From an optimization exercise on the open Yosys and OpenROAD flow, aimed at small area; shortcuts taken in it are not production practice. Where RTL was checked, it was by simulation tests only, not by an equivalence proof against the original. Power figures rest on the tool's default switching activity, not on a simulated workload.

// IntMem
module IntMem (
            scan_en,
            aclk,
            areset_n,
            mem_type,
            remap,
            axi_awid,
            axi_awaddr,
            axi_awlen,
            axi_awsize,
            axi_awburst,
            axi_awlock,
            axi_awcache,
            axi_awprot,
            axi_awvalid,
            axi_awready,
            axi_wdata,
            axi_wstrb,
            axi_wlast,
            axi_wvalid,
            axi_wready,
            axi_bid,
            axi_bresp,
            axi_bvalid,
            axi_bready,
           axi_arid,      
           axi_araddr,       
           axi_arlen,     
           axi_arsize,    
           axi_arburst,   
           axi_arlock,    
           axi_arcache,   
           axi_arprot,    
           axi_arvalid,   
           axi_arready,
           axi_rid,
           axi_rdata,
           axi_rresp,
           axi_rlast,
           axi_rvalid,
           axi_rready,
           mem0_cs_n,
           mem0_wr_n,
           mem0_rd_n,
           mem0_wr_byte_en,
           mem0_addr,
           mem0_wr_addr,
           mem0_din,
           mem0_dout,
           mem1_cs_n,
           mem1_wr_n,
           mem1_rd_n,
           mem1_wr_byte_en,
           mem1_addr,
           mem1_wr_addr,
           mem1_din,
           mem1_dout,
           mem2_cs_n,
           mem2_wr_n,
           mem2_rd_n,
           mem2_wr_byte_en,
           mem2_addr,
           mem2_wr_addr,
           mem2_din,
           mem2_dout 
);
Size: roughly 1900 cells after synthesis, about 290 flip-flops, about 1500 I/O pins, about 0.018 sq mm of cells after synthesis.
export LEC_CHECK = 0
export CAP_MARGIN = 20
export CORE_AREA = 10 10 530 530
export DIE_AREA = 0 0 540 540
export SLEW_MARGIN = 20
create_clock -name core_clock -period 11.0 [get_ports {aclk}]
standard.sh (not shown) runs the stock make flow with config.mk's settings and CLKGATE_MAP_FILE= SYNTH_SCRIPT=/design/flow/synth_recipe.tcl, a recipe that flattens the netlist after the stock synthesis.
==> flow/flow/run.sh <==
#!/bin/bash
set -euo pipefail
export BUFFER_PORTS_ARGS="-buffer_cell sky130_fd_sc_hd__buf_1"
export CTS_ARGS="-sink_clustering_enable -repair_clock_nets -dont_use_dummy_load -sink_clustering_size 12 -sink_clustering_max_diameter 60 -buf_list {sky130_fd_sc_hd__clkbuf_8}"
bash standard.sh finish > standard_flow.log 2>&1
The starting point finished with timing, DRC and antenna clean.
Rerun with:
--- a/flow/design.v
+++ b/flow/design.v
@@ -41,22 +41,24 @@
     end
 endmodule
 module IntMemAdrNxt
   (
     AddrIn,
     AxLEN,
     AxSIZE,
     AxBURST,
+    Step,
     AddrOut
   );
   input  [19 : 0] AddrIn;     
   input   [3 : 0] AxLEN;      
   input   [2 : 0] AxSIZE;     
   input   [1 : 0] AxBURST;    
+  input           Step;       
   output [19 : 0] AddrOut;    
   wire fixed = (AxBURST == 2'b00);
   wire wrap  = (AxBURST == 2'b10);
   wire [3:0] mask;
   assign mask[3] = ~fixed & AxSIZE[2];
   assign mask[2] = ~fixed & (AxSIZE[2] | (AxSIZE[1] & AxSIZE[0]));
   assign mask[1] = ~fixed & (AxSIZE[2] | AxSIZE[1]);
   assign mask[0] = ~fixed & (AxSIZE[2] | AxSIZE[1] | AxSIZE[0]);
@@ -65,19 +67,19 @@
     case (AxSIZE)
       3'd0:    win = {4'b0, AxLEN[3:0]};
       3'd1:    win = {3'b0, AxLEN[3:0], 1'b0};
       3'd2:    win = {2'b0, AxLEN[3:0], 2'b0};
       3'd3:    win = {1'b0, AxLEN[3:0], 3'b0};
       default: win = {AxLEN[3:0], 4'b0};
     endcase
   end
-  wire [19:0] p = {AddrIn[19:4], AddrIn[3:0] | mask};
+  wire [19:0] p = {AddrIn[19:4], AddrIn[3:0] | (mask & {4{Step}})};
   wire [20:0] c;
-  assign c[0] = ~fixed;
+  assign c[0] = Step & ~fixed;
   genvar i;
   generate
     for (i = 1; i <= 20; i = i + 1) begin : g_c
       if (i < 8) begin : g_lo
         assign c[i] = c[i-1] & p[i-1] & ~(wrap & ~win[i] & ~(i < 4 ? mask[i % 4] : 1'b0));
       end else if (i == 8) begin : g_8
         assign c[i] = c[i-1] & p[i-1] & ~wrap;
       end else begin : g_hi
@@ -141,50 +143,47 @@
   wire validresp = xVALID & xREADY;
   always @ (posedge ACLK)
     if (validreq) begin
       AxADDRs   <= AxADDR[19:16];
       AxLENr    <= AxLEN[3:0];
       AxSIZEr   <= AxSIZE;
       AxBURSTr  <= AxBURST;
     end
+  assign AddrId  = validreq ? AxID : AxIDr;
   always @ (posedge ACLK or negedge ARESETn)
     if (!ARESETn)
       AxIDr   <= {ID_WIDTH{1'b0}};
-    else if (validreq)
-      AxIDr   <= AxID;
-  assign AddrId  = validreq ? AxID : AxIDr;
+    else
+      AxIDr   <= AddrId;
   IntMemAdrNxt u_IntMemAdrNxt
     (.AddrIn  (AxADDRmuxr[19:0]),
      .AxLEN   (AxLENr),
      .AxSIZE  (AxSIZEr),
      .AxBURST (AxBURSTr),
+     .Step    (validresp),
      .AddrOut (AxADDRinc));
-  assign AddrOut = validreq  ? AxADDR :
-                   validresp ? {AxADDRmuxr[31:20], AxADDRinc} : AxADDRmuxr;
+  assign AddrOut = validreq  ? AxADDR : {AxADDRmuxr[31:20], AxADDRinc};
   always @ (posedge ACLK or negedge ARESETn)
     if (!ARESETn)
       AxADDRmuxr[31:20] <= 12'h000;
     else
       AxADDRmuxr[31:20] <= AddrOut[31:20];
   always @ (posedge ACLK or negedge ARESETn)
     if (!ARESETn)
       AxADDRmuxr[19:0] <= 20'h00000;
     else if (validreq | (validresp & ~DataLast))
       AxADDRmuxr[19:0] <= AddrOut[19:0];
   assign AddrStart = {AxADDRmuxr[31:20], AxADDRs};
   wire cnt_nz = (AddrCountr != 8'h0);
   assign AddrValid = validreq | (validresp & cnt_nz);
-  assign AddrCount = validreq ? AxLEN : (AddrCountr - 8'h1);
+  assign AddrCount = validreq ? AxLEN : (AddrCountr - {7'b0, validresp});
   assign AddrLast  = (AddrCount == 8'h0) & AddrValid;
-  always @ (posedge ACLK or negedge ARESETn)
-    if (!ARESETn)
-      AddrCountr <= 8'h0;
-    else if (validreq | validresp)
-      AddrCountr <= AddrCount;
+  always @ (posedge ACLK)
+    AddrCountr <= AddrCount;
   assign DataLast = validreq ? ((AxLEN == 8'h0) & validresp) : nlastr;
   wire data_next_last = READ ? (AddrCountr == 8'h1) : (AddrCount == 8'h1);
   always @ (posedge ACLK or negedge ARESETn)
     if (!ARESETn)
       nlastr <= 1'b1;
     else
       nlastr <= validresp ? data_next_last
                           : (validreq ? (AxLEN == 8'h0) : (!xVALID & nlastr));
@@ -599,19 +598,22 @@
 assign   mem1_addr    = (sp_mem & (mem_status != 2'b01)) ? waddr_out : raddr_out;
 assign   mem2_addr    = {mem1_addr[31:13] - {18'b0, sp_mem}, mem1_addr[12:0]};
 reg aw_pend;
 reg ar_pend;
 always @(posedge ACLK)begin
      aw_pend <= axi_awvalid & ~axi_awready;
      ar_pend <= axi_arvalid & ~axi_arready;
 end
-    assign arb_c =  (axi_awaddr[31:16] == axi_araddr[31:16]) ? 1'b1 : 1'b0;
-    assign arb_w =  ar_pend ? arb_c : (axi_awaddr[31:16] == raddr_start);
-    assign arb_r =  aw_pend ? arb_c : (waddr_start == axi_araddr[31:16]);
+    wire [31:16] cmp_w = (mem_status == WR && !aw_pend) ? waddr_start : axi_awaddr[31:16];
+    wire [31:16] cmp_r = (mem_status == RD && !ar_pend) ? raddr_start : axi_araddr[31:16];
+    wire         cmp_eq = (cmp_w == cmp_r);
+    assign arb_c =  cmp_eq;
+    assign arb_w =  cmp_eq;
+    assign arb_r =  cmp_eq;
 always @(posedge ACLK or negedge ARESETn)begin
      if(!ARESETn) begin
          waddr_ready   <= 1'b0;
          raddr_ready   <= 1'b0;
          mem_status    <= 2'b00;
      end 
      else case (mem_status)
         IDLE: begin
Outcome: The changed run completed, yet does not pass: setup timing; routed wire length is lower by roughly a tenth; register-to-register slack gains 0.22 ns; synthesized area is lower by a few percent; cell area is higher by a few percent; power is higher by a little under a tenth; via count is lower by a little under a tenth; combinational power is higher by roughly a tenth; clock power is higher by roughly a tenth; critical path depth is higher by 7.
For the second run of this note, only the layout was checked, not whether the RTL still works.

what the ideal ports hide:
How much do the figures lean on ideal ports? The routed layouts below were timed once more, with nothing changed but the port constraints. Step 1 (the two cells are an assumption about what drives the block):
set clk [get_ports {aclk}]
set_driving_cell -lib_cell sky130_fd_sc_hd__clkbuf_16 $clk
set_driving_cell -lib_cell sky130_fd_sc_hd__buf_2 [delete_from_list [all_inputs] $clk]
Step 2 adds t to the input delays and takes it off the output delays; t is the mean of the earliest and latest rising clock arrival at the registers after step 1. Input paths then give back, and output paths get back, about the clock's delay inside the block. a / b / c = ideal ports / drivers / drivers and shift; a / b = the first two.
run	shift t [ns]	setup WS [ns]	hold slack, ns	worst register clock-pin slew, ns	worst data-port slew with drivers (ns)
the first run	0.668	0.554 / 0.498 / 1.166	0.470 / 0.470 / 0.470	0.09 / 0.09	0.55
the second run	0.756	-0.577 / -0.661 / -0.661	0.463 / 0.463 / 0.463	0.09 / 0.09	0.46
The setup slack of the second run, which loses most, moves by -0.084 ns with the drivers and by -0.084 ns with both steps.
